This design comes from an exercise in tuning for small area, a short achievable clock period and few clock cycles per item on the open sky130 flow, not from production work.
RTL that was checked went through simulation tests only; none was proved equivalent to the original.
The RTL of runs 3 to 7 was laid out without a check of its function.

`flow/design.v`:
```
module friet_permutation_round (a, b, c, rc, new_a, new_b, new_c);
input [127:0] a;
input [127:0] b;
input [127:0] c;
input [4:0] rc;
output [127:0] new_a;
output [127:0] new_b;
output [127:0] new_c;
wire [127:0] cc;
wire [127:0] fm;
wire [127:0] t;
assign cc[0]  = c[0]  ^ (rc[0] & (~rc[4]));
assign cc[4]  = c[4]  ^ (rc[1] & (~rc[4]));
assign cc[8]  = c[8]  ^ (rc[2] & (~rc[4]));
assign cc[12] = c[12] ^ (rc[3] & (~rc[4]));
assign cc[16] = c[16] ^ (rc[0] & rc[4]);
assign cc[20] = c[20] ^ (rc[1] & rc[4]);
assign cc[24] = c[24] ^ (rc[2] & rc[4]);
assign cc[28] = c[28] ^ (rc[3] & rc[4]);
assign cc[3:1]    = c[3:1];
assign cc[7:5]    = c[7:5];
assign cc[11:9]   = c[11:9];
assign cc[15:13]  = c[15:13];
assign cc[19:17]  = c[19:17];
assign cc[23:21]  = c[23:21];
assign cc[27:25]  = c[27:25];
assign cc[127:29] = c[127:29];
assign fm = {a[46:0], a[127:47]} ^ {cc[47:0], cc[127:48]};
assign t = a ^ b ^ cc;
assign new_c = fm ^ a;
assign new_b = fm ^ {a[126:0], a[127]} ^ b;
assign new_a = ({new_c[60:0], new_c[127:61]} & {new_b[91:0], new_b[127:92]}) ^ t;
endmodule
module friet_permutation_rc(rc, new_rc);
input [4:0] rc;
output [4:0] new_rc;
assign new_rc[0] = rc[0] ^ rc[3];
assign new_rc[1] = rc[0];
assign new_rc[2] = rc[1];
assign new_rc[3] = rc[2];
assign new_rc[4] = ~rc[4];
endmodule
module friet_ae_32_bits(clk, arstn, din, din_valid, din_ready, dout, dout_valid, dout_ready);
input clk;
input arstn;
input [31:0] din;
input din_valid;
output din_ready;
output [31:0] dout;
output dout_valid;
input dout_ready;
parameter ROUNDS = 1;
localparam [4:0] RC_START = 5'b01111;
localparam [4:0] RC_LAST = (ROUNDS == 1)  ? 5'b11001 :
                           (ROUNDS == 2)  ? 5'b01100 :
                           (ROUNDS == 3)  ? 5'b10110 : 5'b01011;
localparam [4:0] RC_PEN  = (ROUNDS == 1)  ? 5'b01100 :
                           (ROUNDS == 2)  ? 5'b01011 :
                           (ROUNDS == 3)  ? 5'b01010 : 5'b01110;
reg [31:0] din_q;
reg vld_q;
reg din_ready_q;
reg [2:0] room;
wire take = din_valid & din_ready_q;
reg cq_noop;        
reg cq_clear;       
reg [4:0] cq_op;    
reg sq_zero;        
reg sq_gt16;        
reg sq_rnz;         
reg [3:0] sq_lastpos;
reg [2:1] sq_pmask;
reg [2:0] sq_blkn;
wire [3:0] din_low_m1 = din[3:0] - 4'd1;
wire din_gt16 = (din[31:5] != 27'd0) | (din[4] & (din[3:0] != 4'd0));
wire [1:0] din_nm1 = din_gt16 ? 2'd3 : din_low_m1[3:2];
always @(posedge clk) begin
    din_q <= din;
    cq_noop <= ~((din[7:0] >= 8'h01) & (din[7:0] <= 8'h05));
    cq_clear <= (din[7:0] == 8'h00);
    cq_op <= {din[2:0] == 3'd5, din[2:0] == 3'd4, din[2:0] == 3'd3, din[2:0] == 3'd2, din[2:0] == 3'd1};
    sq_zero <= (din == 32'd0);
    sq_gt16 <= din_gt16;
    sq_rnz <= ~din_gt16 & (din[1:0] != 2'b00);
    sq_lastpos <= {din_nm1 == 2'd3, din_nm1 == 2'd2, din_nm1 == 2'd1, din_nm1 == 2'd0};
    sq_pmask[1] <= (din[1:0] != 2'b01);
    sq_pmask[2] <= (din[1:0] == 2'b11);
    sq_blkn <= {1'b0, din_nm1} + 3'd1;
end
wire [1:0] inc;
wire data_grant;
wire size_grant;
wire [2:0] data_amt;
wire [2:0] room_inc = room + {1'b0, inc};
always @(posedge clk or negedge arstn) begin
    if (arstn == 1'b0) begin
        vld_q <= 1'b0;
        room <= 3'd2;
        din_ready_q <= 1'b1;
    end else begin
        vld_q <= take;
        if (data_grant == 1'b1 || size_grant == 1'b1) begin
            room <= data_amt;
        end else if (take == 1'b1) begin
            room <= room_inc - 3'd1;
        end else begin
            room <= room_inc;
        end
        din_ready_q <= data_grant | size_grant | (inc != 2'b00) | (take ? (room[2:1] != 2'b00) : din_ready_q);
    end
end
assign din_ready = din_ready_q;
reg p_cmd, p_size, p_data, p_orw;
reg o_abs, o_enc, o_dec, o_gtag, o_vtag;
reg busy;
reg clr;
reg pad0_pend;
reg pad0_abs;       
reg granted;
reg dec16_pend;
reg gblk_done;      
reg gtag_done;
reg orw_done;
reg [31:0] ctr;
reg gt16;           
reg [1:0] widx;
reg [4:0] rc;
reg [383:0] state;
reg [31:0] acc;
reg [31:0] reg_dout;
reg reg_dout_valid;
wire o_data = o_abs | o_enc | o_dec | o_vtag;
wire o_dup = o_abs | o_enc | o_dec;
wire [3:0] ctr_low_m1 = ctr[3:0] - 4'd1;
wire [1:0] nm1 = gt16 ? 2'd3 : ctr_low_m1[3:2];
reg [3:0] lastpos;
reg [3:1] pmask;
reg r_nz;           
reg [2:0] blk_n;
reg size_step_d;
always @(posedge clk) begin
    if (size_step == 1'b1) begin
        lastpos <= sq_lastpos;
        pmask[2:1] <= sq_pmask;
        r_nz <= sq_rnz;
        blk_n <= sq_blkn;
    end else begin
        lastpos <= {nm1 == 2'd3, nm1 == 2'd2, nm1 == 2'd1, nm1 == 2'd0};
        pmask[1] <= (ctr[1:0] != 2'b01);
        pmask[2] <= (ctr[1:0] == 2'b11);
        r_nz <= ~gt16 & (ctr[1:0] != 2'b00);
        blk_n <= {1'b0, nm1} + 3'd1;
    end
    pmask[3] <= 1'b0;
    size_step_d <= size_step;
end
wire final_blk = ~gt16;
reg [3:0] widx_1h;
reg lw_q;
reg part_q;
reg [3:1] bm_q;
reg [15:0] we_q;
reg [11:0] ip_q;
reg [3:0] np_q;
wire adv;
wire [3:0] widx_1h_n = size_step ? 4'b0001 :
                       adv ? (lw_q ? 4'b0001 : {widx_1h[2:0], 1'b0}) : widx_1h;
wire lw_n = |(widx_1h_n & lastpos);
wire part_n = lw_n & r_nz;
wire fe_n = final_blk & lw_n & ~r_nz;
wire [3:1] bm_n = {~part_n, ~part_n | pmask[2], ~part_n | pmask[1]};
wire [3:1] pb_n = {part_n & pmask[2], part_n & pmask[1] & ~pmask[2], part_n & ~pmask[1]};
integer jj, kk;
always @(posedge clk) begin
    widx_1h <= widx_1h_n;
    lw_q <= lw_n;
    part_q <= part_n;
    bm_q <= bm_n;
    for (jj = 0; jj < 4; jj = jj + 1) begin
        we_q[4*jj] <= widx_1h_n[jj] & o_dup;
        for (kk = 1; kk < 4; kk = kk + 1) begin
            we_q[4*jj+kk] <= widx_1h_n[jj] & o_dup & bm_n[kk];
            ip_q[3*jj+kk-1] <= widx_1h_n[jj] & o_dup & pb_n[kk];
        end
        np_q[jj] <= widx_1h_n[jj] & o_dup & (fe_n | (gt16 & (jj == 3)));
    end
end
wire last_w = lw_q;
wire op_last_w = final_blk & lw_q;
wire [31:0] mask = {{8{bm_q[3]}}, {8{bm_q[2]}}, {8{bm_q[1]}}, 8'hff};
wire s_idle = ~busy & ~clr & ~pad0_pend;
wire dstep = vld_q & p_data;
wire emit_ok = p_data & o_gtag & s_idle & ~gblk_done & ~size_step_d;
wire emit = emit_ok & dout_ready;
assign adv = dstep | emit;
reg [31:0] wsel;
always @(*) begin
    case (widx)
        2'd0 : wsel = state[31:0];
        2'd1 : wsel = state[63:32];
        2'd2 : wsel = state[95:64];
        default : wsel = state[127:96];
    endcase
end
wire npad0 = final_blk ? o_abs : ~o_abs;
wire spad_en = gblk_done | (dstep & o_vtag & last_w);
wire zpad_en = pad0_pend & ~busy & ~clr;
reg [159:0] rate_x;
integer j, k;
always @(*) begin
    rate_x = 160'd0;
    for (j = 0; j < 4; j = j + 1) begin
        for (k = 0; k < 4; k = k + 1) begin
            rate_x[32*j+8*k +: 8] = {8{dstep & we_q[4*j+k]}} &
                (o_dec ? (din_q[8*k +: 8] ^ state[32*j+8*k +: 8]) : din_q[8*k +: 8]);
        end
        for (k = 1; k < 4; k = k + 1) begin
            rate_x[32*j+8*k]     = rate_x[32*j+8*k]     ^ (dstep & ip_q[3*j+k-1] & o_abs);
            rate_x[32*j+8*k + 1] = rate_x[32*j+8*k + 1] ^ (dstep & ip_q[3*j+k-1]);
        end
    end
    for (j = 0; j < 4; j = j + 1) begin
        rate_x[32*(j+1)]     = rate_x[32*(j+1)]     ^ (dstep & np_q[j] & npad0);
        rate_x[32*(j+1) + 1] = rate_x[32*(j+1) + 1] ^ (dstep & np_q[j]);
    end
    rate_x[0] = rate_x[0] ^ (zpad_en & pad0_abs);
    rate_x[1] = rate_x[1] ^ zpad_en ^ spad_en;
end
wire start_perm = (dstep & last_w) | gblk_done | zpad_en;
wire [127:0] ra [0:ROUNDS];
wire [127:0] rb [0:ROUNDS];
wire [127:0] rcc [0:ROUNDS];
wire [4:0] rrc [0:ROUNDS];
assign ra[0] = state[127:0];
assign rb[0] = state[255:128];
assign rcc[0] = state[383:256];
assign rrc[0] = rc;
genvar g;
generate
    for (g = 0; g < ROUNDS; g = g + 1) begin : rounds
        friet_permutation_round round_g(
            .a(ra[g]), .b(rb[g]), .c(rcc[g]), .rc(rrc[g]),
            .new_a(ra[g+1]), .new_b(rb[g+1]), .new_c(rcc[g+1]));
        friet_permutation_rc rc_g(.rc(rrc[g]), .new_rc(rrc[g+1]));
    end
endgenerate
wire [383:0] state_round = {rcc[ROUNDS], rb[ROUNDS], ra[ROUNDS]};
wire [4:0] rc_next = rrc[ROUNDS];
always @(posedge clk) begin
    if (clr == 1'b1) begin
        state <= 384'd0;
    end else if (busy == 1'b1) begin
        state <= state_round;
    end else begin
        state[159:0] <= state[159:0] ^ rate_x;
    end
end
always @(posedge clk) begin
    if (busy == 1'b0) begin
        rc <= RC_START;
    end else begin
        rc <= rc_next;
    end
end
wire cmd_step = vld_q & p_cmd;
wire [7:0] cmd = din_q[7:0];
wire cmd_clear = cmd_step & cq_clear;
wire cmd_op = ~cq_noop;
wire size_step = vld_q & p_size;
wire size_zero = sq_zero;
always @(posedge clk or negedge arstn) begin
    if (arstn == 1'b0) begin
        busy <= 1'b0;
    end else if (cmd_clear == 1'b1) begin
        busy <= 1'b0;
    end else if (start_perm == 1'b1) begin
        busy <= 1'b1;
    end else if (busy == 1'b1 && rc == RC_LAST) begin
        busy <= 1'b0;
    end
end
always @(posedge clk or negedge arstn) begin
    if (arstn == 1'b0) begin
        clr <= 1'b1;
    end else begin
        clr <= cmd_clear;
    end
end
always @(posedge clk or negedge arstn) begin
    if (arstn == 1'b0) begin
        pad0_pend <= 1'b0;
    end else if (cmd_clear == 1'b1) begin
        pad0_pend <= 1'b0;
    end else if (size_step == 1'b1 && size_zero == 1'b1 && o_dup == 1'b1) begin
        pad0_pend <= 1'b1;
    end else if (zpad_en == 1'b1) begin
        pad0_pend <= 1'b0;
    end
end
always @(posedge clk) begin
    if (size_step == 1'b1 && size_zero == 1'b1 && o_dup == 1'b1) begin
        pad0_abs <= o_abs;
    end
end
wire blk_end = (dstep | emit) & last_w;
wire op_end = (dstep | emit) & op_last_w;
always @(posedge clk or negedge arstn) begin
    if (arstn == 1'b0) begin
        p_cmd <= 1'b1;
        p_size <= 1'b0;
        p_data <= 1'b0;
        p_orw <= 1'b0;
    end else begin
        p_cmd <= (p_cmd & ~(vld_q & cmd_op)) | (size_step & size_zero) | (op_end & ~o_vtag) | (p_orw & dout_ready);
        p_size <= (p_size & ~vld_q) | (cmd_step & cmd_op);
        p_data <= (p_data & ~op_end) | (size_step & ~size_zero);
        p_orw <= (p_orw & ~dout_ready) | (op_end & o_vtag);
    end
end
always @(posedge clk) begin
    if (cmd_step == 1'b1) begin
        o_abs <= cq_op[0];
        o_enc <= cq_op[1];
        o_dec <= cq_op[2];
        o_gtag <= cq_op[3];
        o_vtag <= cq_op[4];
    end
end
reg borrow_q;
always @(posedge clk) begin
    if (size_step == 1'b1) begin
        ctr <= din_q;
    end else begin
        if (dec16_pend == 1'b1) begin
            ctr[17:4] <= ctr[17:4] - 14'd1;
        end
        if (borrow_q == 1'b1) begin
            ctr[31:18] <= ctr[31:18] - 14'd1;
        end
    end
    borrow_q <= dec16_pend & (ctr[17:4] == 14'd0);
    gt16 <= size_step ? sq_gt16 : ((ctr[31:5] != 27'd0) | (ctr[4] & (ctr[3:0] != 4'd0)));
end
always @(posedge clk or negedge arstn) begin
    if (arstn == 1'b0) begin
        dec16_pend <= 1'b0;
        gblk_done <= 1'b0;
    end else begin
        dec16_pend <= blk_end & ~final_blk;
        gblk_done <= emit & last_w;
    end
end
always @(posedge clk) begin
    if (size_step == 1'b1) begin
        widx <= 2'd0;
    end else if (adv == 1'b1) begin
        widx <= last_w ? 2'd0 : widx + 2'd1;
    end
end
wire s_ready_soon = ~clr & ~pad0_pend & (~busy | rc == RC_PEN | rc == RC_LAST);
assign data_grant = p_data & o_data & ~granted & s_ready_soon;
assign size_grant = size_step & ~sq_zero & o_data & s_ready_soon;
always @(posedge clk) begin
    if (size_step == 1'b1) begin
        granted <= size_grant;
    end else if (dstep == 1'b1 && last_w == 1'b1) begin
        granted <= 1'b0;
    end else if (data_grant == 1'b1) begin
        granted <= 1'b1;
    end
end
always @(posedge clk or negedge arstn) begin
    if (arstn == 1'b0) begin
        gtag_done <= 1'b0;
        orw_done <= 1'b0;
    end else begin
        gtag_done <= emit & op_last_w;
        orw_done <= p_orw & dout_ready;
    end
end
assign data_amt = size_step ? (sq_blkn + {~sq_gt16 & ~o_vtag, 1'b0}) : (blk_n + {final_blk & ~o_vtag, 1'b0});
assign inc = {(size_step & sq_zero & ~o_dup) | zpad_en | gtag_done | orw_done, cmd_step & cq_noop};
wire [31:0] w_m = (o_vtag | o_gtag) ? (wsel & mask) : wsel;
wire [31:0] w_x = o_gtag ? w_m : (din_q ^ w_m);
wire [31:0] out_word = (o_enc | o_dec) ? (w_x & mask) : w_x;
always @(posedge clk) begin
    if (size_step == 1'b1) begin
        acc <= 32'd0;
    end else if (dstep == 1'b1 && o_vtag == 1'b1) begin
        acc <= acc | w_x;
    end
end
always @(posedge clk) begin
    if (p_orw == 1'b1) begin
        reg_dout <= acc;
    end else begin
        reg_dout <= out_word;
    end
end
always @(posedge clk or negedge arstn) begin
    if (arstn == 1'b0) begin
        reg_dout_valid <= 1'b0;
    end else begin
        reg_dout_valid <= (dstep & ~o_abs) | emit | (p_orw & dout_ready);
    end
end
assign dout = reg_dout;
assign dout_valid = reg_dout_valid;
endmodule
```
`flow/run.sh`:
```
#!/bin/bash
# synth_recipe.tcl (not shown) runs the flow's synth.tcl, then flattens the netlist and writes it again
# the make line also repeats each setting of config.mk as NAME=value (left out here)
make -C /OpenROAD-flow-scripts/flow DESIGN_CONFIG=/design/flow/config.mk WORK_HOME=/design/flow/orfs CLKGATE_MAP_FILE= SYNTH_SCRIPT=/design/flow/synth_recipe.tcl finish
```
`flow/config.mk`:
```
export PLATFORM = sky130hd
export DESIGN_NAME = friet_ae_32_bits
export DESIGN_NICKNAME = friet_ae_32_bits
export VERILOG_FILES = /design/flow/design.v
export SDC_FILE = /design/flow/constraint.sdc
export NUM_CORES = 4
export LEC_CHECK = 0
export ABC_AREA = 1
export CAP_MARGIN = 20
export CORE_MARGIN = 2
export CORE_UTILIZATION = 55
export PLACE_DENSITY = 0.7
export SETUP_SLACK_MARGIN = 2.8
export SLEW_MARGIN = 20
```
`flow/constraint.sdc`:
```
create_clock -name core_clock -period 5.0 [get_ports {clk}]
set_input_delay 1.0000 -clock core_clock [delete_from_list [all_inputs] [get_ports {clk}]]
set_output_delay 1.0000 -clock core_clock [all_outputs]
set_load 0.01 [all_outputs]
```
==> summary.txt, run 1 <==
status=complete, no violations; slowest cell on the critical path=dfstp_2; initial cell density of the core=55.51%; Worst Hold Class=flip-flop to flip-flop; # DRC=0; fin util=62.62%; CP max FO=2; cell family with most CP delay=flip-flops; # IOs=70; synth top area cells=dfxtp_1 33%, xnor2_1 13%, xor2_1 10%; site row count=between 90 and 100; Synth warnings=1; 1st-iter DRT viols=around 4.2k; root buffer cell=clkbuf_16; Worst Setup Path Type=flip-flop to output port; Placement Cell Area=~35000 µm²; vias per inst=6.009; Crit path buffers/inverters=1; final-report setup violation count=0; mean area per synthesized cell=between 7 and 8 µm²; Die Y=roughly 250 µm; Crit path required time=around 4.0 ns; biggest cell delay along the critical path=between 0.5 and 0.6 ns; Max Fclk=approximately 440 MHz; Max-Slew Margin vs Limit=35.22%; post-layout min period=roughly 2.3 ns; RSZ-0062 raised after global routing=true; synth-to-layout area growth=12.81%; clock latency on the worst-skew pair=approximately 0.63 ns; fin area=a little under 40000 µm²; vias=around 31k; Final Max Tran Viols=0; Post-DRT Antenna Nets=0; first-pass GRT wire length=between 150 and 200 mm; CP Cell Sequence=buf_6; Congestion Overflow GR=0; Max Root-Sink Buffers=3; Layout fillers=between 5k and 6k; port bufs=just under 70; drt wl/cell=~25 µm; H-Tree Depth=3; CP endpoint kind=output port; register area=roughly 13000 µm²; Syn Inst Count=4385; register area share after synthesis=between 30% and 40%; Routed WL=approximately 130 mm; fraction of registers with async set/reset=2.773%; Tcrit/Tclk final=between 40% and 50%; Synth top area share=about a third; initial antenna violation count=0; critical path arrival=roughly 1.3 ns; Reg clk slew, reported paths=roughly 0.060 ns; multi-input combinational cell area=approximately 19000 µm²; ratio of cells with drive above 1 in the final layout=7.705%; top_reg_cell synth=dfxtp_1; Num CTS Buffers=69; final hold violation count=0; Pre-antenna DRT Iters=8; nets@finish=roughly 4.4k; Synth area leader=dfxtp_1; Post-synth EDFFs=39; max cap viols=0; GPL Wtd Cong=1.024; largest net degree at the start of global routing=approximately 110; Netlist cell types=50; Fin Setup TNS=0 ns; Die X=between 200 and 300 µm; DP HPWL=90.16 mm; TritonCTS clock tree=built; clk_skew=about 0.021 ns; Sinks on Clock Net=~610; vias in the first global route=roughly 28k; Core Region=roughly 61000 µm²; die footprint=~64000 µm²; Worst-Margin Slew=about 0.96 ns; crit start category=flip-flop; Syn Nets=between 4k and 5k; Post-Syn Area=between 30000 and 40000 µm²; GRT Util Overall=roughly two fifths; number of synthesized register bits=between 600 and 700; CTS Hold Bufs=0
## cell usage in the layout (no fill, tap or decap), types with 50 or more instances in the layout
master	instances
o21ai_0	501
clkbuf_16	72
dfxtp_1	548
a21oi_1	340
nand3_1	96
xor2_1	394
nor2_1	189
a22o_1	65
inv_1	401
nor3_1	53
nand2_1	622
xnor2_1	492
nand3b_1	50
## metrics by stage
stage | std cells | hold slack [ns] | setup WS, ns
after CTS | 5140 | 0.4036 | 2.730
after global placement | 4996 | 0.3872 | 1.707
after detailed placement | 4996 | 0.3895 | 1.725
final | 5165 | 0.4027 | 2.745
after global routing | 5164 | 0.4098 | 2.650
after floorplan | 4385 | 0.3749 | 2.802
## area by class of cell
cell class | count | share of cell area, %
multi-input cells | 3075 | 49.80
flip-flops and latches | 613 | 33.20
clock buffers | 103 | 5.239
inverters | 420 | 4.352
repair buffers | 143 | 4.176
well taps | 790 | 2.567
clock inverters | 20 | 0.6630
diodes | 1 | 0.006500
## logic make-up after synthesis
| kind of cell | Yosys count | share of synthesized area (%) |
|---|---|---|
| AOI/OAI and AO/OA | 1031 | 16.65 |
| adders and majority gates | 20 | 0.7552 |
| DFF | 613 | 37.36 |
| muxes | 1 | 0.02933 |
| xor gates and xnor gates | 902 | 23.15 |
| and+or+nand+nor | 1119 | 14.13 |
| buffers and inverters | 699 | 7.922 |
## worst paths after layout
check / from / to / slack, ns / cells past startpoint
worst max-delay path: din_ready_q / din_ready / 2.74 / 1
worst min register to register: cq_op[4] / o_vtag / 0.40 / 0
max in group asynchronous: arstn / busy / 3.61 / 1
min in group asynchronous: arstn / reg_dout_valid / 0.84 / 1
worst max register to register: clr / state[160] / 2.76 / 6
worst min-delay path: cq_op[4] / o_vtag / 0.40 / 0
## per-layer routing
| layer | GRT usage [%] | up-vias | share of wire [%] |
|---|---|---|---|
| met4 | 31.50 | 0 | 9.3 |
| met1 | 49.42 | 14420 | 37 |
| met3 | 10.32 | 504 | 13 |
| met5 | 0 | - | 0 |
| li1 | - | 14040 | - |
| met2 | 56.08 | 2080 | 41 |
## state kept, by name, summed over array words and instances, names as in the netlist, 5 cells and up
name,flops
din_q,32
we_q,16
acc,32
reg_dout,32
state,384
ctr,32
rc,5
cq_op,5
ip_q,12
## synth_stat cells, types with 15 or more instances
| cell type | n |
|---|---|
| ha_1 | 19 |
| or2_2 | 27 |
| xor2_1 | 397 |
| o21ai_0 | 505 |
| nand2_1 | 637 |
| xnor2_1 | 505 |
| nand3_1 | 102 |
| a22o_1 | 65 |
| o221ai_1 | 24 |
| a211oi_1 | 15 |
| inv_1 | 411 |
| nor2_1 | 201 |
| nand3b_1 | 50 |
| buf_2 | 41 |
| clkbuf_1 | 220 |
| o22ai_1 | 25 |
| nor3_1 | 54 |
| a21oi_1 | 340 |
| a31oi_1 | 28 |
| edfxtp_1 | 39 |
| dfxtp_1 | 557 |
## timing repair
action / 4_1_cts / 5_1_grt
endpoints found under the setup margin: 541 / 190
gates cloned: 5 / 3
setup buffers: 16 / 21
resized for setup: 200 / 76
pin swaps: 14 / 27
Testbench counts, summed over its fixed seeds: cycles 192,210, bytes 106,199.
==> run 2, diff against run 1 <==
--- a/flow/config.mk
+++ b/flow/config.mk
@@ -10,5 +10,5 @@
 export CORE_MARGIN = 2
 export CORE_UTILIZATION = 55
 export PLACE_DENSITY = 0.7
-export SETUP_SLACK_MARGIN = 2.8
+export SETUP_SLACK_MARGIN = 2.85
 export SLEW_MARGIN = 20
==> run 2 against run 1 <==
Via count shrank 0.42%. Non-clock buffer count grew 26. Sequential share of layout area shrank 0.20 points. Critical path depth is the same. First-iteration DRC count shrank 1.8%. Global-route usage shrank 0.49 points. Largest cell class unchanged.
==> summary.txt, run 2 <==
slowest cell on the critical path=dfstp_2; Num CTS Buffers=between 60 and 70; RSZ-0062 raised after global routing=true; placed cells=4992; clk_skew=just over 0.03 ns; root buffer cell=clkbuf_16; Post-synth EDFFs=39; synth-to-layout area growth=13.58%; Synth area leader=dfxtp_1; Crit path required time=4.00 ns; GPL Wtd Cong=a little over 1; max cap viols=0; Fin Setup TNS=0 ns; fraction of registers with async set/reset=around 2.8%; commonest non-fill, non-tap cell in the layout=nand2_1; site row count=91; Max Fclk=440.7 MHz; clock latency on the worst-skew pair=between 0.6 and 0.7 ns; Max-Slew Margin vs Limit=34.29%; vias per inst=roughly 6.0; Worst-Margin Slew=just under 1 ns; TritonCTS clock tree=built; setup slack, reg-to-reg=around 2.8 ns; CP max FO=2; Largest Register=state; Netlist cell types=50; max reg flops=384; H-Tree Depth=3; Syn Nets=4441; n_diodes=0; drt wl/cell=~24 µm; Synth top area share=about 33%; CP Cell Sequence=buf_6; top_reg_cell synth=dfxtp_1; Routed WL=~130 mm; Worst Setup Path Type=flip-flop to output port; most frequent cells after synthesis=637 x nand2_1, 557 x dfxtp_1, 505 x o21ai_0, 505 x xnor2_1, 411 x inv_1; Sinks on Clock Net=613; Post-DRT Antenna Nets=0; CP endpoint kind=output port; 1st-iter DRT viols=a little over 4k; number of synthesized register bits=~610; # DRC=0; Core Region=between 60000 and 70000 µm²; register area=between 10000 and 15000 µm²; Synth warnings=1; Post-Syn Area=34130 µm²; Die X=between 200 and 300 µm; multi-input combinational cell area=about 19000 µm²; # IOs=70; status=complete, no violations; Crit path buffers/inverters=1; Tcrit/Tclk final=45.38%; mean area per synthesized cell=slightly below 8 µm²; die footprint=about 64000 µm²; initial antenna violation count=1; Pre-antenna DRT Iters=6; DP HPWL=roughly 89 mm; initial cell density of the core=55.51%; vias=around 31k; Congestion Overflow GR=0; Die Y=around 250 µm; GRT Util Overall=38.61%; post-layout min period=around 2.3 ns; nets@finish=about 4.4k; critical path arrival=roughly 1.3 ns; final hold violation count=0; commonest cells after routing, fill and taps aside=618 x nand2_1, 545 x dfxtp_1, 499 x o21ai_0; crit start category=flip-flop; synth top area cells=dfxtp_1 33%, xnor2_1 13%, xor2_1 10%; non-filler instance count after layout=5194; vias in the first global route=about 28k; first-pass GRT wire length=~180 mm; Reg clk slew, reported paths=approximately 0.060 ns; largest net degree at the start of global routing=roughly 150; ratio of cells with drive above 1 in the final layout=approximately a tenth; Layout fillers=5222; biggest cell delay along the critical path=about 0.53 ns; register area share after synthesis=37.36%; Worst Hold Class=flip-flop to flip-flop; Final Max Tran Viols=0; port bufs=between 60 and 70; final-report setup violation count=0; top-count cell post-synth=nand2_1; cell family with most CP delay=flip-flops; Max Root-Sink Buffers=3; Syn Inst Count=between 4k and 5k
[run 2: cell types whose count changed in the layout (fill, tap and decap cells not counted), moves of 7 or more]
cell / previous run / this run
buf_4: 41 / 71
buf_2: 10 / 27
clkdlybuf4s15_1: 17 / 1
clkdlybuf4s50_1: 26 / 17
buf_6: 12 / 20
nor2_1: 189 / 182
[run 2: final cells by class]
| cell class | instances | area share, % |
|---|---|---|
| Multi-Input combinational cell | 3075 | 49.90 |
| Sequential cell | 613 | 33.00 |
| Clock buffer | 97 | 5.087 |
| Inverter | 420 | 4.273 |
| Timing Repair Buffer | 169 | 4.041 |
| Tap cell | 790 | 2.550 |
| Clock inverter | 29 | 1.136 |
| Timing Repair inverter | 1 | 0.01937 |
[run 2: layer usage]
metal / vias to the layer above / track usage, % / wire [µm]
met3: 482 / 10.54 / 15660
met5: - / 0 / 12
li1: 14070 / - / -
met2: 1899 / 56.77 / 52860
met1: 14450 / 49.45 / 47700
met4: 2 / 25.85 / 10520
[run 2: logic make-up after synthesis]
group           synth area share, %
compound gates                16.65
xor+xnor                      23.15
fa+ha+maj                    0.7552
buf+inv                       7.922
flops                         37.36
mux                         0.02933
simple gates                  14.13
[run 2: path summary, 6_finish.rpt]
kind	startpoint	endpoint	cells past startpoint
worst max-delay path	din_ready_q	din_ready	1
worst min-delay path	cq_op[0]	o_abs	0
worst max register to register	vld_q	state[84]	8
worst min register to register	cq_op[0]	o_abs	0
max in group asynchronous	arstn	busy	1
min in group asynchronous	arstn	gtag_done	1
[run 2: metrics by stage]
stage	setup WS, ns	area [µm²]	utilization (%)	hold slack [ns]
CTS	2.720	38020	61.83	0.4026
global route	2.715	38760	63.05	0.4049
finish	2.731	38760	63.05	0.4031
detailed placement	1.759	34970	56.88	0.3887
floorplan	2.837	34160	-	0.3749
global placement	1.725	34970	56.88	0.3866
[run 2: what timing repair did]
action,CTS,global route
endpoints found under the setup margin,495,220
buffers inserted,35,37
pin swaps,25,39
cloned,2,2
hold buffers,0,0
resized for setup,256,117
==> run 3, diff against run 2 <==
--- a/flow/design.v
+++ b/flow/design.v
@@ -61,6 +61,7 @@
 reg vld_q;
 reg din_ready_q;
 reg [2:0] room;
+reg start_q;        
 wire take = din_valid & din_ready_q;
 reg cq_noop;        
 reg cq_clear;       
@@ -96,8 +97,10 @@
     if (arstn == 1'b0) begin
         vld_q <= 1'b0;
         room <= 3'd2;
-        din_ready_q <= 1'b1;
+        din_ready_q <= 1'b0;
+        start_q <= 1'b1;
     end else begin
+        start_q <= 1'b0;
         vld_q <= take;
         if (data_grant == 1'b1 || size_grant == 1'b1) begin
             room <= data_amt;
@@ -106,7 +109,7 @@
         end else begin
             room <= room_inc;
         end
-        din_ready_q <= data_grant | size_grant | (inc != 2'b00) | (take ? (room[2:1] != 2'b00) : din_ready_q);
+        din_ready_q <= start_q | data_grant | size_grant | (inc != 2'b00) | (take ? (room[2:1] != 2'b00) : din_ready_q);
     end
 end
 assign din_ready = din_ready_q;
--- a/flow/config.mk
+++ b/flow/config.mk
@@ -8,7 +8,6 @@
 export ABC_AREA = 1
 export CAP_MARGIN = 20
 export CORE_MARGIN = 2
-export CORE_UTILIZATION = 55
-export PLACE_DENSITY = 0.7
-export SETUP_SLACK_MARGIN = 2.85
+export CORE_UTILIZATION = 40
+export SETUP_SLACK_MARGIN = 3.1
 export SLEW_MARGIN = 20
==> run 3 against run 2 <==
Still clean on timing, DRC and antenna. Count of clock-buffer cells in the layout down 4. Setup slack worse by 0.079 ns. Via count is 9.5% higher. Critical path depth grew 14.
==> summary.txt, run 3 <==
Core Region=about 85000 µm²; register area=roughly 13000 µm²; number of synthesized register bits=slightly above 600; synthesized-area fraction occupied by adder cells=less than 1%; RSZ-0062 raised after global routing=true; GR Util met1=between 40% and 50%; Worst-Margin Slew=around 1.0 ns; drt wl/cell=27.61 µm; Sinks on Clock Net=614; Worst Setup Path Type=flip-flop to flip-flop; Routed WL=approximately 160 mm; max cap viols=0; Synth warnings=1; synth top area cells=dfxtp_1 33%, xnor2_1 13%, xor2_1 11%; root buffer cell=clkbuf_16; mean area per synthesized cell=about 7.8 µm²; synth-to-layout area growth=31.68%; global routing's busiest layer=met2; Synth area leader=dfxtp_1; multi-input combinational cell area=approximately 22000 µm²; initial antenna violation count=5; Num CTS Buffers=70; max reg flops=about 380; H-Tree Depth=3; Largest Register=state; nets@finish=about 4.6k; GRT Util Overall=a little under a third; Synth Area in Compound Gates=roughly 17%; Syn Inst Count=around 4.4k; Congestion Overflow GR=0; top-count cell post-synth=nand2_1; critical path arrival=2.88 ns; Max Root-Sink Buffers=3; Post-synth EDFFs=39; CP max FO=7; commonest cells after routing, fill and taps aside=531 x nand2_1, 485 x dfxtp_1, 450 x xnor2_1; vias=around 34k; initial cell density of the core=between 40% and 50%; die footprint=just under 90000 µm²; Synth Area in XOR/XNOR=a little under a quarter; post-layout min period=about 2.3 ns; GPL Wtd Cong=~1.0; crit start category=flip-flop; ratio of cells with drive above 1 in the final layout=between 20 and 25%; Fin Setup TNS=0 ns; Max-Slew Margin vs Limit=30.71%; Synth top area share=32.64%; Pre-antenna DRT Iters=9; Post-Syn Area=34160 µm²; Tcrit/Tclk final=around 47%; commonest non-fill, non-tap cell in the layout=nand2_1; Crit path required time=5.53 ns; register area share after synthesis=a little under two fifths; placed cells=between 5k and 6k; fin area=roughly 45000 µm²; final hold violation count=0; Reg clk slew, reported paths=around 0.070 ns; vias in the first global route=around 29k; top_reg_cell synth=dfxtp_1; biggest cell delay along the critical path=about 0.57 ns; clk_skew=roughly 0.026 ns; cell family with most CP delay=simple AND/OR/NAND/NOR gates; Max Fclk=~430 MHz; routing usage on met2=44.19%; most frequent cells after synthesis=653 x nand2_1, 557 x dfxtp_1, 521 x o21ai_0, 493 x xnor2_1, 412 x inv_1; DP HPWL=95.57 mm; Worst Hold Class=flip-flop to flip-flop; status=complete, no violations; final-report setup violation count=0; hold_ws=about 0.4 ns; Netlist cell types=between 50 and 60; Placement Setup Slack=roughly 1.9 ns; TritonCTS clock tree=built; site row count=~110; 1st-iter DRT viols=4879; Crit path buffers/inverters=5; slowest cell on the critical path=dfrtp_4; CP Cell Sequence=inv_12, nand2_8, buf_4, buf_6, buf_12, nor2_8, nand2_8, nand3_2, nand4_1, nand2_2, nor2_4, nor2_8, nand2_4, nand2_2, inv_1; Die Y=296.2 µm; clock latency on the worst-skew pair=0.64 ns; port bufs=between 60 and 70; GR Layer Usage met3=between 8 and 9%; vias per inst=approximately 6; Final Max Tran Viols=0; Layout fillers=roughly 7.6k; Placement Cell Area=~36000 µm²; fraction of registers with async set/reset=2.932%; largest family of logic cells by synthesized area=XOR/XNOR gates; # IOs=70; Die X=about 300 µm; Syn Nets=4444; # DRC=0; CP endpoint kind=flip-flop; multiplexer share of the synthesized area=less than 1%; non-filler instance count after layout=between 5k and 6k; fin util=52.99%; Simple-Gate Fraction of Synth Area=between 10% and 20%; final worst slack=approximately 2.7 ns; Post-DRT Antenna Nets=0; largest net degree at the start of global routing=between 80 and 90; first-pass GRT wire length=about 200 mm
## run 3: kinds of logic after synthesis
family,after synthesis
other,1
adders and majority gates,20
AOI/OAI and AO/OA,1033
muxes,1
xor gates and xnor gates,903
buffers and inverters,687
and+or+nand+nor,1129
DFF,614
## run 3: cell type report
| class | count | area share (%) |
|---|---|---|
| repair buffers | 333 | 10.24 |
| multi-input cells | 3089 | 48.04 |
| clock inverters | 27 | 0.7010 |
| diodes | 4 | 0.02225 |
| inverters | 420 | 3.897 |
| repair inverters | 20 | 0.8289 |
| flip-flops and latches | 614 | 28.65 |
| clock buffers | 93 | 4.445 |
| well taps | 1144 | 3.182 |
## run 3: routing by layer
layer | part of all wire, % | wire length [µm] | vias up
met5 | 0.011 | 18 | -
met4 | 9.6 | 15270 | 2
met3 | 14 | 22680 | 745
met2 | 39 | 62250 | 2628
met1 | 37 | 58370 | 15920
li1 | - | - | 14540
## run 3: final timing paths
kind | from | end | slack (ns) | cells past startpoint
worst max register to register | busy | we_q[5] | 2.65 | 15
worst max-delay path | busy | we_q[5] | 2.65 | 15
max in group asynchronous | arstn | busy | 3.32 | 1
min in group asynchronous | arstn | gblk_done | 0.92 | 1
worst min-delay path | cq_op[2] | o_dec | 0.41 | 0
worst min register to register | cq_op[2] | o_dec | 0.41 | 0
## run 3: repair_timing
action	CTS	global route
pin swaps	54	175
cloned	20	59
buffers inserted	83	90
endpoints found under the setup margin	568	381
hold buffers	0	0
gates resized for setup	515	846
==> run 4, diff against run 3 <==
--- a/flow/design.v
+++ b/flow/design.v
@@ -49,7 +49,7 @@
 output [31:0] dout;
 output dout_valid;
 input dout_ready;
-parameter ROUNDS = 1;
+parameter ROUNDS = 2;
 localparam [4:0] RC_START = 5'b01111;
 localparam [4:0] RC_LAST = (ROUNDS == 1)  ? 5'b11001 :
                            (ROUNDS == 2)  ? 5'b01100 :
--- a/flow/config.mk
+++ b/flow/config.mk
@@ -5,9 +5,8 @@
 export SDC_FILE = /design/flow/constraint.sdc
 export NUM_CORES = 4
 export LEC_CHECK = 0
-export ABC_AREA = 1
 export CAP_MARGIN = 20
 export CORE_MARGIN = 2
 export CORE_UTILIZATION = 40
-export SETUP_SLACK_MARGIN = 3.1
+export SETUP_SLACK_MARGIN = 2.4
 export SLEW_MARGIN = 20
==> run 4 against run 3 <==
Area after synthesis increased by 32%. Synthesized cell count increased by 12%. Final cell count increased by 22%. Worst hold slack got worse by 0.0031 ns. Non-clock buffer count increased by 449. First-iteration DRC count increased by 50%. Core utilization increased by 6.4 points. Count of clock-buffer cells in the layout increased by 19. Die area increased by 32%. Routed wire length increased by 47%. Highest routed layer unchanged.
==> summary.txt, run 4 <==
status=complete, no violations; port bufs=69; CTS Hold Bufs=0; 1st-iter DRT viols=around 7.3k; Tcrit/Tclk final=approximately 63%; Core Region=between 100000 and 150000 µm²; fraction of registers with async set/reset=2.936%; placed cells=between 6k and 7k; Worst Hold Class=flip-flop to flip-flop; clock latency on the worst-skew pair=0.70 ns; synth-to-layout area growth=47.37%; Worst-Margin Slew=between 1 and 1.5 ns; Placement Setup Slack=0.5820 ns; Synth area leader=dfxtp_1; site row count=123; top-count cell post-synth=xnor2_1; Placement Cell Area=around 47000 µm²; hold_ws=between 0.4 and 0.5 ns; Max-Slew Margin vs Limit=9.348%; Post-synth EDFFs=39; # IOs=70; # DRC=0; RSZ-0062 raised after global routing=true; largest net degree at the start of global routing=about 170; TritonCTS clock tree=built; Fin Setup TNS=0 ns; CP endpoint kind=flip-flop; fin util=59.36%; Congestion Overflow GR=0; Syn Nets=between 4k and 5k; ratio of cells with drive above 1 in the final layout=between 40 and 50%; max reg flops=between 300 and 400; Netlist cell types=72; Crit path required time=between 5 and 6 ns; commonest non-fill, non-tap cell in the layout=buf_4; commonest cells after routing, fill and taps aside=585 x buf_4, 497 x xnor2_1, 466 x nor2_1; Post-DRT Antenna Nets=0; final hold violation count=0; top_reg_cell synth=dfxtp_1; Final Max Tran Viols=0; GRT Util Overall=~36%; root buffer cell=clkbuf_16; Die X=between 300 and 400 µm; initial cell density of the core=~40%; cell family with most CP delay=XOR/XNOR gates; vias per inst=6.124; Die Y=340.3 µm; Reg clk slew, reported paths=about 0.070 ns; fin area=66690 µm²; critical path arrival=approximately 3.7 ns; vias in the first global route=around 37k; clk_skew=around 0.034 ns; most frequent cells after synthesis=1018 x xnor2_1, 593 x nor2_1, 556 x dfxtp_1, 408 x xor2_1, 288 x nand2_1; slowest cell on the critical path=xnor3_2; Largest Register=state; Pre-antenna DRT Iters=10; non-filler instance count after layout=7003; GPL Wtd Cong=between 1 and 1.5; H-Tree Depth=3; Num CTS Buffers=75; first-pass GRT wire length=around 290 mm; Synth warnings=1; drt wl/cell=~33 µm; Worst Setup Path Type=flip-flop to flip-flop; initial antenna violation count=14; Routed WL=233.0 mm; final worst slack=between 1.5 and 2 ns; Crit path buffers/inverters=1; Synth top area share=about a quarter; nets@finish=5493; CP Cell Sequence=buf_8, xnor2_1, xnor2_2, nor2_4, xnor3_2, xor2_2, or3_1, a311oi_1; register area share after synthesis=28.19%; final-report setup violation count=0; crit start category=flip-flop; vias=between 40k and 50k; Post-Syn Area=about 45000 µm²; Max Fclk=between 300 and 400 MHz; die footprint=around 120000 µm²; CP max FO=7; synth top area cells=dfxtp_1 25%, xnor2_1 20%, xor2_1 7.9%; number of synthesized register bits=613; DP HPWL=roughly 160 mm; max cap viols=0; post-layout min period=around 3.1 ns; mean area per synthesized cell=just over 9 µm²; biggest cell delay along the critical path=around 0.48 ns; Max Root-Sink Buffers=3; Syn Inst Count=4931; Sinks on Clock Net=roughly 610
run 4: changes by cell type after synthesis, sizes merged, moves of 101 or more:
cell / before / now
xnor2: 493 / 1051
a311oi: 0 / 125
nand2: 659 / 288
nor2: 225 / 599
nand3: 112 / 11
xnor3: 0 / 143
mux2i: 1 / 151
inv: 418 / 102
nand2b: 0 / 103
o21ai: 526 / 179
run 4: path summary, 6_finish.rpt:
check,depth (start not counted),to,slack [ns],from
hold reg to reg,0,o_gtag,0.40,cq_op[3]
setup reg to reg,8,state[67],1.87,state[41]
min in group asynchronous,1,reg_dout_valid,0.84,arstn
setup / recovery,8,state[67],1.87,state[41]
hold / removal,0,o_gtag,0.40,cq_op[3]
max in group asynchronous,1,vld_q,3.46,arstn
run 4: layer usage:
metal,routed length [µm],global-route usage (%),up-vias
li1,-,-,17350
met1,80110,45.69,20750
met2,91830,49.80,3570
met3,34850,10.93,1211
met4,26110,28.13,8
met5,59,0,-
run 4: cells by family (layout without fill, tap and decap cells):
family | count (synthesis) | after routing | share of synthesized area [%]
compound gates | 759 | 759 | 11.09
flops | 613 | 613 | 28.19
simple gates | 1238 | 1239 | 12.30
xor+xnor | 1684 | 1684 | 40.04
buf+inv | 456 | 1021 | 4.242
fa+ha+maj | 20 | 20 | 0.5696
mux | 160 | 160 | 3.564
other cells | 1 | 7 | 0.008287
run 4: layout make-up:
type | count | area [µm²]
fill | 8389 | 45660
sequential | 613 | 13360
tap | 1500 | 1877
clock buffer | 112 | 2197
multi-input combinational | 3863 | 41430
timing repair buffer | 782 | 7034
inverter | 102 | 382.9
antenna | 6 | 15.01
clock inverter | 25 | 392.9
run 4: timing repair:
item	in CTS	in global routing
setup buffers	244	399
endpoints found under the setup margin	449	209
pin swaps	280	428
gates resized for setup	1271	761
gates cloned	0	1
==> run 5, diff against run 4 <==
--- a/flow/design.v
+++ b/flow/design.v
@@ -49,7 +49,7 @@
 output [31:0] dout;
 output dout_valid;
 input dout_ready;
-parameter ROUNDS = 2;
+parameter ROUNDS = 1;
 localparam [4:0] RC_START = 5'b01111;
 localparam [4:0] RC_LAST = (ROUNDS == 1)  ? 5'b11001 :
                            (ROUNDS == 2)  ? 5'b01100 :
@@ -72,6 +72,7 @@
 reg [3:0] sq_lastpos;
 reg [2:1] sq_pmask;
 reg [2:0] sq_blkn;
+reg [2:0] sq_amt;      
 wire [3:0] din_low_m1 = din[3:0] - 4'd1;
 wire din_gt16 = (din[31:5] != 27'd0) | (din[4] & (din[3:0] != 4'd0));
 wire [1:0] din_nm1 = din_gt16 ? 2'd3 : din_low_m1[3:2];
@@ -87,6 +88,7 @@
     sq_pmask[1] <= (din[1:0] != 2'b01);
     sq_pmask[2] <= (din[1:0] == 2'b11);
     sq_blkn <= {1'b0, din_nm1} + 3'd1;
+    sq_amt <= {1'b0, din_nm1} + 3'd1 + {~din_gt16, 1'b0};
 end
 wire [1:0] inc;
 wire data_grant;
@@ -193,8 +195,15 @@
 wire [31:0] mask = {{8{bm_q[3]}}, {8{bm_q[2]}}, {8{bm_q[1]}}, 8'hff};
 wire s_idle = ~busy & ~clr & ~pad0_pend;
 wire dstep = vld_q & p_data;
-wire emit_ok = p_data & o_gtag & s_idle & ~gblk_done & ~size_step_d;
-wire emit = emit_ok & dout_ready;
+reg emit_ok_q;
+always @(posedge clk or negedge arstn) begin
+    if (arstn == 1'b0) begin
+        emit_ok_q <= 1'b0;
+    end else begin
+        emit_ok_q <= p_data & o_gtag & s_idle & ~size_step;
+    end
+end
+wire emit = emit_ok_q & p_data & ~busy & ~gblk_done & dout_ready;
 assign adv = dstep | emit;
 reg [31:0] wsel;
 always @(*) begin
@@ -381,7 +390,11 @@
         orw_done <= p_orw & dout_ready;
     end
 end
-assign data_amt = size_step ? (sq_blkn + {~sq_gt16 & ~o_vtag, 1'b0}) : (blk_n + {final_blk & ~o_vtag, 1'b0});
+reg [2:0] blk_amt;
+always @(posedge clk) begin
+    blk_amt <= size_step ? (o_vtag ? sq_blkn : sq_amt) : (blk_n + {final_blk & ~o_vtag, 1'b0});
+end
+assign data_amt = size_step ? (o_vtag ? sq_blkn : sq_amt) : blk_amt;
 assign inc = {(size_step & sq_zero & ~o_dup) | zpad_en | gtag_done | orw_done, cmd_step & cq_noop};
 wire [31:0] w_m = (o_vtag | o_gtag) ? (wsel & mask) : wsel;
 wire [31:0] w_x = o_gtag ? w_m : (din_q ^ w_m);
--- a/flow/config.mk
+++ b/flow/config.mk
@@ -5,8 +5,9 @@
 export SDC_FILE = /design/flow/constraint.sdc
 export NUM_CORES = 4
 export LEC_CHECK = 0
+export ABC_AREA = 1
 export CAP_MARGIN = 20
 export CORE_MARGIN = 2
 export CORE_UTILIZATION = 40
-export SETUP_SLACK_MARGIN = 2.4
+export SETUP_SLACK_MARGIN = 2.9
 export SLEW_MARGIN = 20
==> run 5 against run 4 <==
Setup slack better by 0.87 ns. Largest cell class unchanged. Die area is 21% lower. Critical path type unchanged. Count of clock-buffer cells in the layout is 6 lower. First-iteration DRC count is 41% lower. Still clean on timing, DRC and antenna.
==> summary.txt, run 5 <==
status=complete, no violations; most frequent cells after synthesis=561 x dfxtp_1, 525 x o21ai_0, 494 x inv_1, 473 x nand2_1, 460 x xnor2_1; Die X=roughly 300 µm; vias per inst=about 5.6; Fin Setup TNS=0 ns; Max-Slew Margin vs Limit=between 15 and 20%; Max Root-Sink Buffers=3; setup slack, reg-to-reg=2.74 ns; max reg flops=roughly 380; commonest non-fill, non-tap cell in the layout=dfxtp_1; Largest Register=state; Tcrit/Tclk final=about 45%; register area share after synthesis=between 30 and 40%; clk_skew=0.02460 ns; synth top area cells=dfxtp_1 32%, xnor2_1 11%, xor2_1 11%; Core Region=about 90000 µm²; TritonCTS clock tree=built; Final Max Tran Viols=0; Synth top area share=a little under a third; Post-Syn Area=35460 µm²; Synth warnings=1; fin util=46.99%; crit start category=flip-flop; commonest cells after routing, fill and taps aside=547 x dfxtp_1, 498 x o21ai_0, 467 x inv_1; mean area per synthesized cell=between 7 and 8 µm²; drt wl/cell=between 20 and 25 µm; Die Y=301.7 µm; Post-synth EDFFs=39; Post-DRT Antenna Nets=0; port bufs=69; number of synthesized register bits=619; Max Fclk=~440 MHz; ratio of cells with drive above 1 in the final layout=a little over a tenth; first-pass GRT wire length=roughly 200 mm; vias=roughly 33k; site row count=~110; CTS Hold Bufs=0; root buffer cell=clkbuf_16; die footprint=91050 µm²; largest net degree at the start of global routing=between 200 and 250; RSZ-0062 raised after global routing=true; GPL Wtd Cong=roughly 0.96; clock latency on the worst-skew pair=0.63 ns; final-report setup violation count=0; post-layout min period=around 2.3 ns; hold_ws=~0.4 ns; top_reg_cell synth=dfxtp_1; synth-to-layout area growth=16.76%; initial cell density of the core=between 40% and 50%; max cap viols=0; Worst Hold Class=flip-flop to flip-flop; final worst slack=between 2 and 3 ns; Netlist cell types=47; # IOs=70; top-count cell post-synth=dfxtp_1; nets@finish=about 4.7k; GRT Util Overall=between 30% and 40%; Placement Setup Slack=between 1.5 and 2 ns; final hold violation count=0; Crit path required time=5.57 ns; CP endpoint kind=flip-flop; Num CTS Buffers=71; Routed WL=roughly 150 mm; # DRC=0; Sinks on Clock Net=619; vias in the first global route=roughly 30k; Synth area leader=dfxtp_1; Worst-Margin Slew=between 1 and 1.5 ns; Worst Setup Path Type=flip-flop to flip-flop; critical path arrival=2.83 ns; Syn Nets=4720; H-Tree Depth=3; Pre-antenna DRT Iters=6; 1st-iter DRT viols=~4.3k; initial antenna violation count=3; Reg clk slew, reported paths=approximately 0.060 ns; Syn Inst Count=between 4k and 5k; fraction of registers with async set/reset=about 3%; Congestion Overflow GR=0; CP max FO=2; DP HPWL=between 90 and 100 mm
-- run 5: cell types whose count changed after synthesis, moves of 68 or more --
| cell | delta |
|---|---|
| nor2b_1 | -79 |
| inv_1 | +394 |
| a211oi_1 | -78 |
| nand3_1 | +279 |
| a31oi_1 | +68 |
| xnor2_1 | -558 |
| nand2b_1 | -103 |
| xor3_1 | -70 |
| a311oi_1 | -125 |
| mux2i_1 | -150 |
| o21ai_0 | +346 |
| nand2_1 | +185 |
| nor2_1 | -196 |
| xnor3_1 | -143 |
-- run 5: path summary, 6_finish.rpt --
check,from,endpoint,cells past startpoint
setup / recovery,clr,room[1],9
hold / removal,cq_op[4],o_vtag,0
setup reg to reg,clr,room[1],9
hold reg to reg,cq_op[4],o_vtag,0
max in group asynchronous,arstn,busy,1
min in group asynchronous,arstn,room[0],1
-- run 5: final cells by class --
| cell class | count | area, µm² |
|---|---|---|
| Timing Repair inverter | 2 | 17.52 |
| Clock buffer | 106 | 2132 |
| Fill cell | 8706 | 46700 |
| Timing Repair Buffer | 214 | 2350 |
| Sequential cell | 619 | 12920 |
| Tap cell | 1165 | 1458 |
| Inverter | 499 | 1983 |
| Clock inverter | 22 | 260.3 |
| Antenna cell | 1 | 2.502 |
| Multi-Input combinational cell | 3240 | 20280 |
-- run 5: metal layers --
metal | track usage [%] | routed length, µm
met1 | 39.57 | 56390
met2 | 44.63 | 60760
met4 | 21.48 | 12140
met5 | 0 | 28
met3 | 6.285 | 16030
-- run 5: repair_timing --
| action | CTS | global route |
|---|---|---|
| endpoints found under the setup margin | 525 | 266 |
| cloned | 6 | 8 |
| gates resized for setup | 316 | 158 |
| buffers inserted | 47 | 54 |
| endpoints found under the hold margin | 0 | 0 |
| pin swaps | 31 | 31 |
-- run 5: worst max-delay path, stage by stage (launching register included) --
cell and delay [ns]:
dfstp_4 0.68, inv_16 0.04, nand3_4 0.08, inv_4 0.04, a2111oi_4 0.28, fa_1 0.51, ha_2 0.30, mux2i_1 0.13
nand2_1 0.06, o21ai_1 0.08
-- run 5: kinds of logic after synthesis --
group | count (synthesis) | synth area share, %
AND/OR/NAND/NOR | 1274 | 15.68
AO/OA/AOI/OAI | 1030 | 15.78
XOR/XNOR | 913 | 22.55
buffers and inverters | 806 | 8.878
flip-flops | 619 | 36.33
adder cells (fa/ha/maj) | 20 | 0.7480
other | 1 | 0.01058
multiplexers | 1 | 0.02823
-- run 5: metrics by stage --
stage / instance area (µm²) / cells
CTS: 40170 / 5805
floorplan: 35550 / 4664
detailed placement: 36750 / 5624
finish: 41400 / 5868
global placement: 36750 / 5624
global route: 41400 / 5867
==> run 6, diff against run 5 <==
--- a/flow/config.mk
+++ b/flow/config.mk
@@ -9,5 +9,5 @@
 export CAP_MARGIN = 20
 export CORE_MARGIN = 2
 export CORE_UTILIZATION = 40
-export SETUP_SLACK_MARGIN = 2.9
+export SETUP_SLACK_MARGIN = 2.7
 export SLEW_MARGIN = 20
==> run 6 against run 5 <==
Still clean on timing, DRC and antenna. Sequential cell count did not move. Die area did not move. Via count fell by 2.5%. Critical endpoint is now ctr[29]. First-iteration DRC count fell by 4.3%. Largest cell class unchanged. Synthesized cell count did not move. Routed wire length fell by 5.5%. Non-clock buffer count fell by 66. Critical path type unchanged. Worst hold slack improved by 0.00094 ns. Register-to-register slack got worse by 0.06 ns.
==> summary.txt, run 6 <==
status=complete, no violations; Crit path buffers/inverters=2; 1st-iter DRT viols=4110; Crit path required time=~5.3 ns; final-report setup violation count=0; Synth top area share=a little under a third; Post-synth EDFFs=39; nets@finish=4636; Largest Register=state; Post-DRT Antenna Nets=0; H-Tree Depth=3; # IOs=70; Syn Nets=4720; CP endpoint kind=flip-flop; GRT Util Overall=between 20% and 30%; biggest cell delay along the critical path=~0.7 ns; Fin Setup TNS=0 ns; Max Fclk=about 430 MHz; Post-Syn Area=35460 µm²; fraction of registers with async set/reset=under 10%; post-layout min period=2.321 ns; Worst-Margin Slew=1.019 ns; GPL Wtd Cong=0.9833; register area share after synthesis=~36%; commonest non-fill, non-tap cell in the layout=dfxtp_1; Placement Setup Slack=between 1 and 1.5 ns; die footprint=91050 µm²; most frequent cells after synthesis=561 x dfxtp_1, 525 x o21ai_0, 494 x inv_1, 473 x nand2_1, 460 x xnor2_1; top_reg_cell synth=dfxtp_1; Top Metal Used=met5; # DRC=0; RSZ-0062 raised after global routing=true; CP max FO=43; Syn Inst Count=4664; Worst Hold Class=flip-flop to flip-flop; DP HPWL=roughly 100 mm; synth-to-layout area growth=12.82%; number of synthesized register bits=between 600 and 700; Num CTS Buffers=about 70; placed cells=~5.6k; synth top area cells=dfxtp_1 32%, xnor2_1 11%, xor2_1 11%; Layout fillers=between 8k and 9k; met3 routed WL=around 14 mm; clk_skew=between 0.03 and 0.04 ns; Metal-1 WL=about 55 mm; ratio of cells with drive above 1 in the final layout=around 7.0%; slowest cell on the critical path=or2_2; hold_ws=between 0.4 and 0.5 ns; TritonCTS clock tree=built; mean area per synthesized cell=7.603 µm²; Congestion Overflow GR=0; max cap viols=0; cell family with most CP delay=simple AND/OR/NAND/NOR gates; largest net degree at the start of global routing=just under 200; Routed WL=roughly 140 mm; vias per inst=5.563; initial cell density of the core=slightly above 40%; final hold violation count=0; Core Region=88100 µm²; Max Root-Sink Buffers=3; Pre-antenna DRT Iters=8; initial antenna violation count=2; Sinks on Clock Net=approximately 620; non-filler instance count after layout=just under 6k; Final Max Tran Viols=0; max reg flops=roughly 380; top-count cell post-synth=dfxtp_1; CP Cell Sequence=nand2_8, buf_4, clkinv_2, or2_2; met2 routed WL=just under 60 mm; clock latency on the worst-skew pair=roughly 0.63 ns; vias in the first global route=slightly below 30k; commonest cells after routing, fill and taps aside=555 x dfxtp_1, 522 x o21ai_0, 482 x inv_1; first-pass GRT wire length=roughly 200 mm; final worst slack=2.679 ns; Max-Slew Margin vs Limit=about a third; Netlist cell types=between 40 and 50; vias=approximately 32k; Worst Setup Path Type=flip-flop to flip-flop; site row count=109; Reg clk slew, reported paths=around 0.06 ns; root buffer cell=clkbuf_16; Die X=about 300 µm; Synth warnings=1; critical path arrival=between 2 and 3 ns; crit start category=flip-flop; drt wl/cell=23.69 µm; Die Y=301.7 µm; port bufs=69; Synth area leader=dfxtp_1; Tcrit/Tclk final=between 40% and 50%
[run 6: cell type report]
cell class                 count  area [µm²]  share of cell area [%]
tap                         1165        1458                   3.644
multi-input combinational   3239       19870                   49.66
timing repair buffer         148        1454                   3.634
clock inverter                17       140.1                  0.3503
timing repair inverter         2       17.52                 0.04379
sequential                   619       12910                   32.27
clock buffer                 108        2228                   5.570
inverter                     499        1932                   4.829
antenna                        1       2.502                0.006255
[run 6: final timing paths]
| kind | startpoint | end | slack [ns] | cells past startpoint |
|---|---|---|---|---|
| max | vld_q | ctr[29] | 2.68 | 4 |
| min | cq_op[2] | o_dec | 0.40 | 0 |
| max reg2reg | vld_q | ctr[29] | 2.68 | 4 |
| min reg2reg | cq_op[2] | o_dec | 0.40 | 0 |
| max in group asynchronous | arstn | busy | 3.45 | 1 |
| min in group asynchronous | arstn | din_ready_q | 0.88 | 1 |
[run 6: cell families (layout without fill, tap and decap cells)]
kind of cell    count (synthesis)  count (layout)  synth area share (%)
flops                         619             619                 36.33
simple gates                 1274            1274                 15.68
mux                             1               1               0.02823
compound gates               1030            1030                 15.78
fa+ha+maj                      20              20                0.7480
other cells                     1               2               0.01058
buf+inv                       806             774                 8.878
xor+xnor                      913             913                 22.55
[run 6: worst register-to-register path: stages (launching register included)]
cell and delay, ns:
dfrtp_2 0.49, nand2_8 0.11, buf_4 0.12, clkinv_2 0.54
or2_2 0.74
[run 6: per-stage QoR]
| step | instance area [µm²] | utilization, % |
|---|---|---|
| after floorplan | 35500 | - |
| after detailed placement | 36730 | 41.68 |
| after CTS | 39570 | 44.92 |
| after global placement | 36710 | 41.67 |
| final | 40010 | 45.41 |
| after global routing | 40000 | 45.41 |
[run 6: per-layer routing]
layer / global-route usage [%] / vias to the layer above
met2: 43.79 / 1714
li1: - / 14880
met4: 18.75 / 4
met3: 5.178 / 326
met1: 39.40 / 15330
met5: 0 / -
[run 6: repair_timing]
item,CTS,global route
hold buffers,0,0
setup buffers,18,26
pin swaps,20,23
setup endpoints to repair,382,119
gates resized for setup,154,63
cloned,2,0
==> run 7, diff against run 6 <==
--- a/flow/design.v
+++ b/flow/design.v
@@ -94,31 +94,40 @@
 wire data_grant;
 wire size_grant;
 wire [2:0] data_amt;
-wire [2:0] room_inc = room + {1'b0, inc};
+wire [2:0] room_m1 = room - 3'd1;
+wire [2:0] room_p1 = room + 3'd1;
+wire [2:0] room_p2 = room + 3'd2;
 always @(posedge clk or negedge arstn) begin
     if (arstn == 1'b0) begin
         vld_q <= 1'b0;
-        room <= 3'd2;
+        room <= 3'd0;
         din_ready_q <= 1'b0;
         start_q <= 1'b1;
     end else begin
         start_q <= 1'b0;
         vld_q <= take;
-        if (data_grant == 1'b1 || size_grant == 1'b1) begin
+        if (start_q == 1'b1) begin
+            room <= 3'd2;
+        end else if (data_grant == 1'b1 || size_grant == 1'b1) begin
             room <= data_amt;
-        end else if (take == 1'b1) begin
-            room <= room_inc - 3'd1;
         end else begin
-            room <= room_inc;
+            case ({inc, take})
+                3'b001 : room <= room_m1;
+                3'b010, 3'b101 : room <= room_p1;
+                3'b100 : room <= room_p2;
+                default : room <= room;
+            endcase
         end
         din_ready_q <= start_q | data_grant | size_grant | (inc != 2'b00) | (take ? (room[2:1] != 2'b00) : din_ready_q);
     end
 end
 assign din_ready = din_ready_q;
-reg p_cmd, p_size, p_data, p_orw;
+reg p_size, p_data, p_orw;
+wire p_cmd = ~(p_size | p_data | p_orw);
 reg o_abs, o_enc, o_dec, o_gtag, o_vtag;
 reg busy;
-reg clr;
+reg clr_n;
+wire clr = ~clr_n;   
 reg pad0_pend;
 reg pad0_abs;       
 reg granted;
@@ -293,9 +302,9 @@
 end
 always @(posedge clk or negedge arstn) begin
     if (arstn == 1'b0) begin
-        clr <= 1'b1;
+        clr_n <= 1'b0;
     end else begin
-        clr <= cmd_clear;
+        clr_n <= ~cmd_clear;
     end
 end
 always @(posedge clk or negedge arstn) begin
@@ -318,12 +327,10 @@
 wire op_end = (dstep | emit) & op_last_w;
 always @(posedge clk or negedge arstn) begin
     if (arstn == 1'b0) begin
-        p_cmd <= 1'b1;
         p_size <= 1'b0;
         p_data <= 1'b0;
         p_orw <= 1'b0;
     end else begin
-        p_cmd <= (p_cmd & ~(vld_q & cmd_op)) | (size_step & size_zero) | (op_end & ~o_vtag) | (p_orw & dout_ready);
         p_size <= (p_size & ~vld_q) | (cmd_step & cmd_op);
         p_data <= (p_data & ~op_end) | (size_step & ~size_zero);
         p_orw <= (p_orw & ~dout_ready) | (op_end & o_vtag);
--- a/flow/config.mk
+++ b/flow/config.mk
@@ -9,5 +9,5 @@
 export CAP_MARGIN = 20
 export CORE_MARGIN = 2
 export CORE_UTILIZATION = 40
-export SETUP_SLACK_MARGIN = 2.7
+export SETUP_SLACK_MARGIN = 2.9
 export SLEW_MARGIN = 20
==> run 7 against run 6 <==
Still clean. Fmax down 4.9%. Count of clock-buffer cells in the layout down 9. Clock skew down 0.0054 ns.
==> summary.txt, run 7 <==
clock latency on the worst-skew pair=around 0.64 ns; Congestion Overflow GR=0; top-count cell post-synth=inv_1; register area=approximately 13000 µm²; ratio of cells with drive above 1 in the final layout=10.40%; Netlist cell types=just under 50; critical path arrival=~3.0 ns; synth top area cells=dfxtp_1 31%, xor2_1 13%, xnor2_1 10%; site row count=110; Num CTS Buffers=70; largest net degree at the start of global routing=a little under 100; Max-Slew Margin vs Limit=32.78%; Syn Inst Count=between 4k and 5k; Die X=between 300 and 400 µm; Syn Nets=approximately 5k; Reg clk slew, reported paths=0.06 ns; slowest cell on the critical path=fa_2; Sinks on Clock Net=~620; drt wl/cell=about 23 µm; multi-input combinational cell area=between 20000 and 25000 µm²; 1st-iter DRT viols=a little over 4k; initial cell density of the core=a little over 40%; biggest cell delay along the critical path=0.52 ns; synth-to-layout area growth=16.77%; Largest Register=state; root buffer cell=clkbuf_16; commonest non-fill, non-tap cell in the layout=inv_1; CTS Hold Bufs=0; Synth warnings=1; Routed WL=142.8 mm; final hold violation count=0; status=complete, no violations; max cap viols=0; DP HPWL=approximately 96 mm; Synth top area share=~31%; # DRC=0; Die Y=~300 µm; number of synthesized register bits=between 600 and 700; Synth area leader=dfxtp_1; Post-DRT Antenna Nets=0; post-layout min period=about 2.4 ns; mean area per synthesized cell=between 7 and 8 µm²; vias per inst=between 5 and 6; CP endpoint kind=flip-flop; vias in the first global route=30.06k; GPL Wtd Cong=0.9644; CP max FO=4
[run 7: changes by cell type in the layout (fill, tap and decap cells not counted), moves of 37 or more]
cell and delta:
a21oi_1 +74, buf_4 +37, inv_1 +152, nand2_1 +80
nand3_1 -212, nor2_1 +72, xnor2_1 -60, xor2_1 +59
[run 7: path summary, 6_finish.rpt]
| check | start | end | slack [ns] | depth (start not counted) |
|---|---|---|---|---|
| hold reg to reg | cq_op[0] | o_abs | 0.41 | 0 |
| min in group asynchronous | arstn | p_size | 0.73 | 2 |
| setup / recovery | din[16] | sq_amt[1] | 2.56 | 9 |
| setup reg to reg | din_q[24] | state[120] | 2.89 | 7 |
| max in group asynchronous | arstn | start_q | 3.99 | 2 |
| hold / removal | cq_op[0] | o_abs | 0.41 | 0 |
[run 7: per-stage QoR]
step	utilization (%)	instances	cell area [µm²]	hold WS, ns
final	46.96	6112	42140	0.4070
after global placement	41.63	5863	37360	0.3900
after detailed placement	41.63	5863	37360	0.3896
after floorplan	-	4891	36140	0.3855
after global routing	46.96	6110	42140	0.4089
after CTS	45.91	6058	41200	0.4026
[run 7: logic make-up after synthesis]
kind of cell | count (synthesis) | synth area share [%]
buffers and inverters | 968 | 10.30
xor gates and xnor gates | 930 | 22.57
DFF | 618 | 35.61
other | 1 | 0.01039
adders and majority gates | 19 | 0.6795
and+or+nand+nor | 1223 | 13.83
AOI/OAI and AO/OA | 1131 | 16.97
muxes | 1 | 0.02774
[run 7: critical path: cells and delay by family]
kind | cells | cell delay (ns)
adders and majority gates | 1 | 0.52
and+or+nand+nor | 6 | 1.25
buffers and inverters | 2 | 0.24
[run 7: repair_timing]
action	in CTS	in global routing
pin swaps	43	58
gates resized for setup	343	107
setup buffers	62	49
hold endpoints to repair	0	0
setup endpoints to repair	497	178
gates cloned	13	3
[run 7: metal layers]
metal	global-route usage, %	share of wire (%)
met2	44.47	43
met3	6.776	10
met4	21.34	8.2
met5	0	0.032
met1	37.23	39
[run 7: cell type report]
type,instances,area share [%]
Antenna cell,2,0.01188
Sequential cell,618,30.60
Timing Repair Buffer,212,5.460
Timing Repair inverter,6,0.1247
Clock inverter,21,0.5463
Inverter,670,6.232
Tap cell,1176,3.491
Multi-Input combinational cell,3308,48.58
Clock buffer,99,4.952

-- port drivers added, routing unchanged --
How much do the figures lean on ideal ports? The routed layouts below were timed once more, with nothing changed but the port constraints. Step 1 sets driving cells, clkbuf_16 on the clock port and buf_2 on the other inputs (assumed; they add their load-dependent delay and slew). Step 2 adds t to the input delays and takes it off the output delays; t is the mean of the earliest and latest rising clock arrival at the registers after step 1. Input paths then give back, and output paths get back, about the clock's delay inside the block. a / b / c = ideal ports / drivers / drivers and shift; a / b = the first two.
| run | t (ns) | setup WS [ns] | hold slack, ns |
|---|---|---|---|
| run 1 | 0.685 | 2.745 / 2.677 / 2.219 | 0.403 / 0.403 / 0.403 |
| run 2 | 0.701 | 2.731 / 2.660 / 2.272 | 0.403 / 0.403 / 0.403 |
| run 3 | 0.699 | 2.652 / 2.652 / 2.266 | 0.406 / 0.406 / 0.406 |
| run 4 | 0.768 | 1.866 / 1.866 / 1.693 | 0.402 / 0.402 / 0.402 |
| run 5 | 0.692 | 2.737 / 2.737 / 2.102 | 0.404 / 0.404 / 0.404 |
| run 6 | 0.683 | 2.679 / 2.637 / 2.098 | 0.405 / 0.405 / 0.405 |
| run 7 | 0.690 | 2.559 / 2.597 / 1.907 | 0.407 / 0.407 / 0.407 |
After both steps setup and hold are still met in every run listed. For run 7, which loses most, drivers alone change the setup slack by +0.038 ns; drivers and shift together by -0.652 ns.
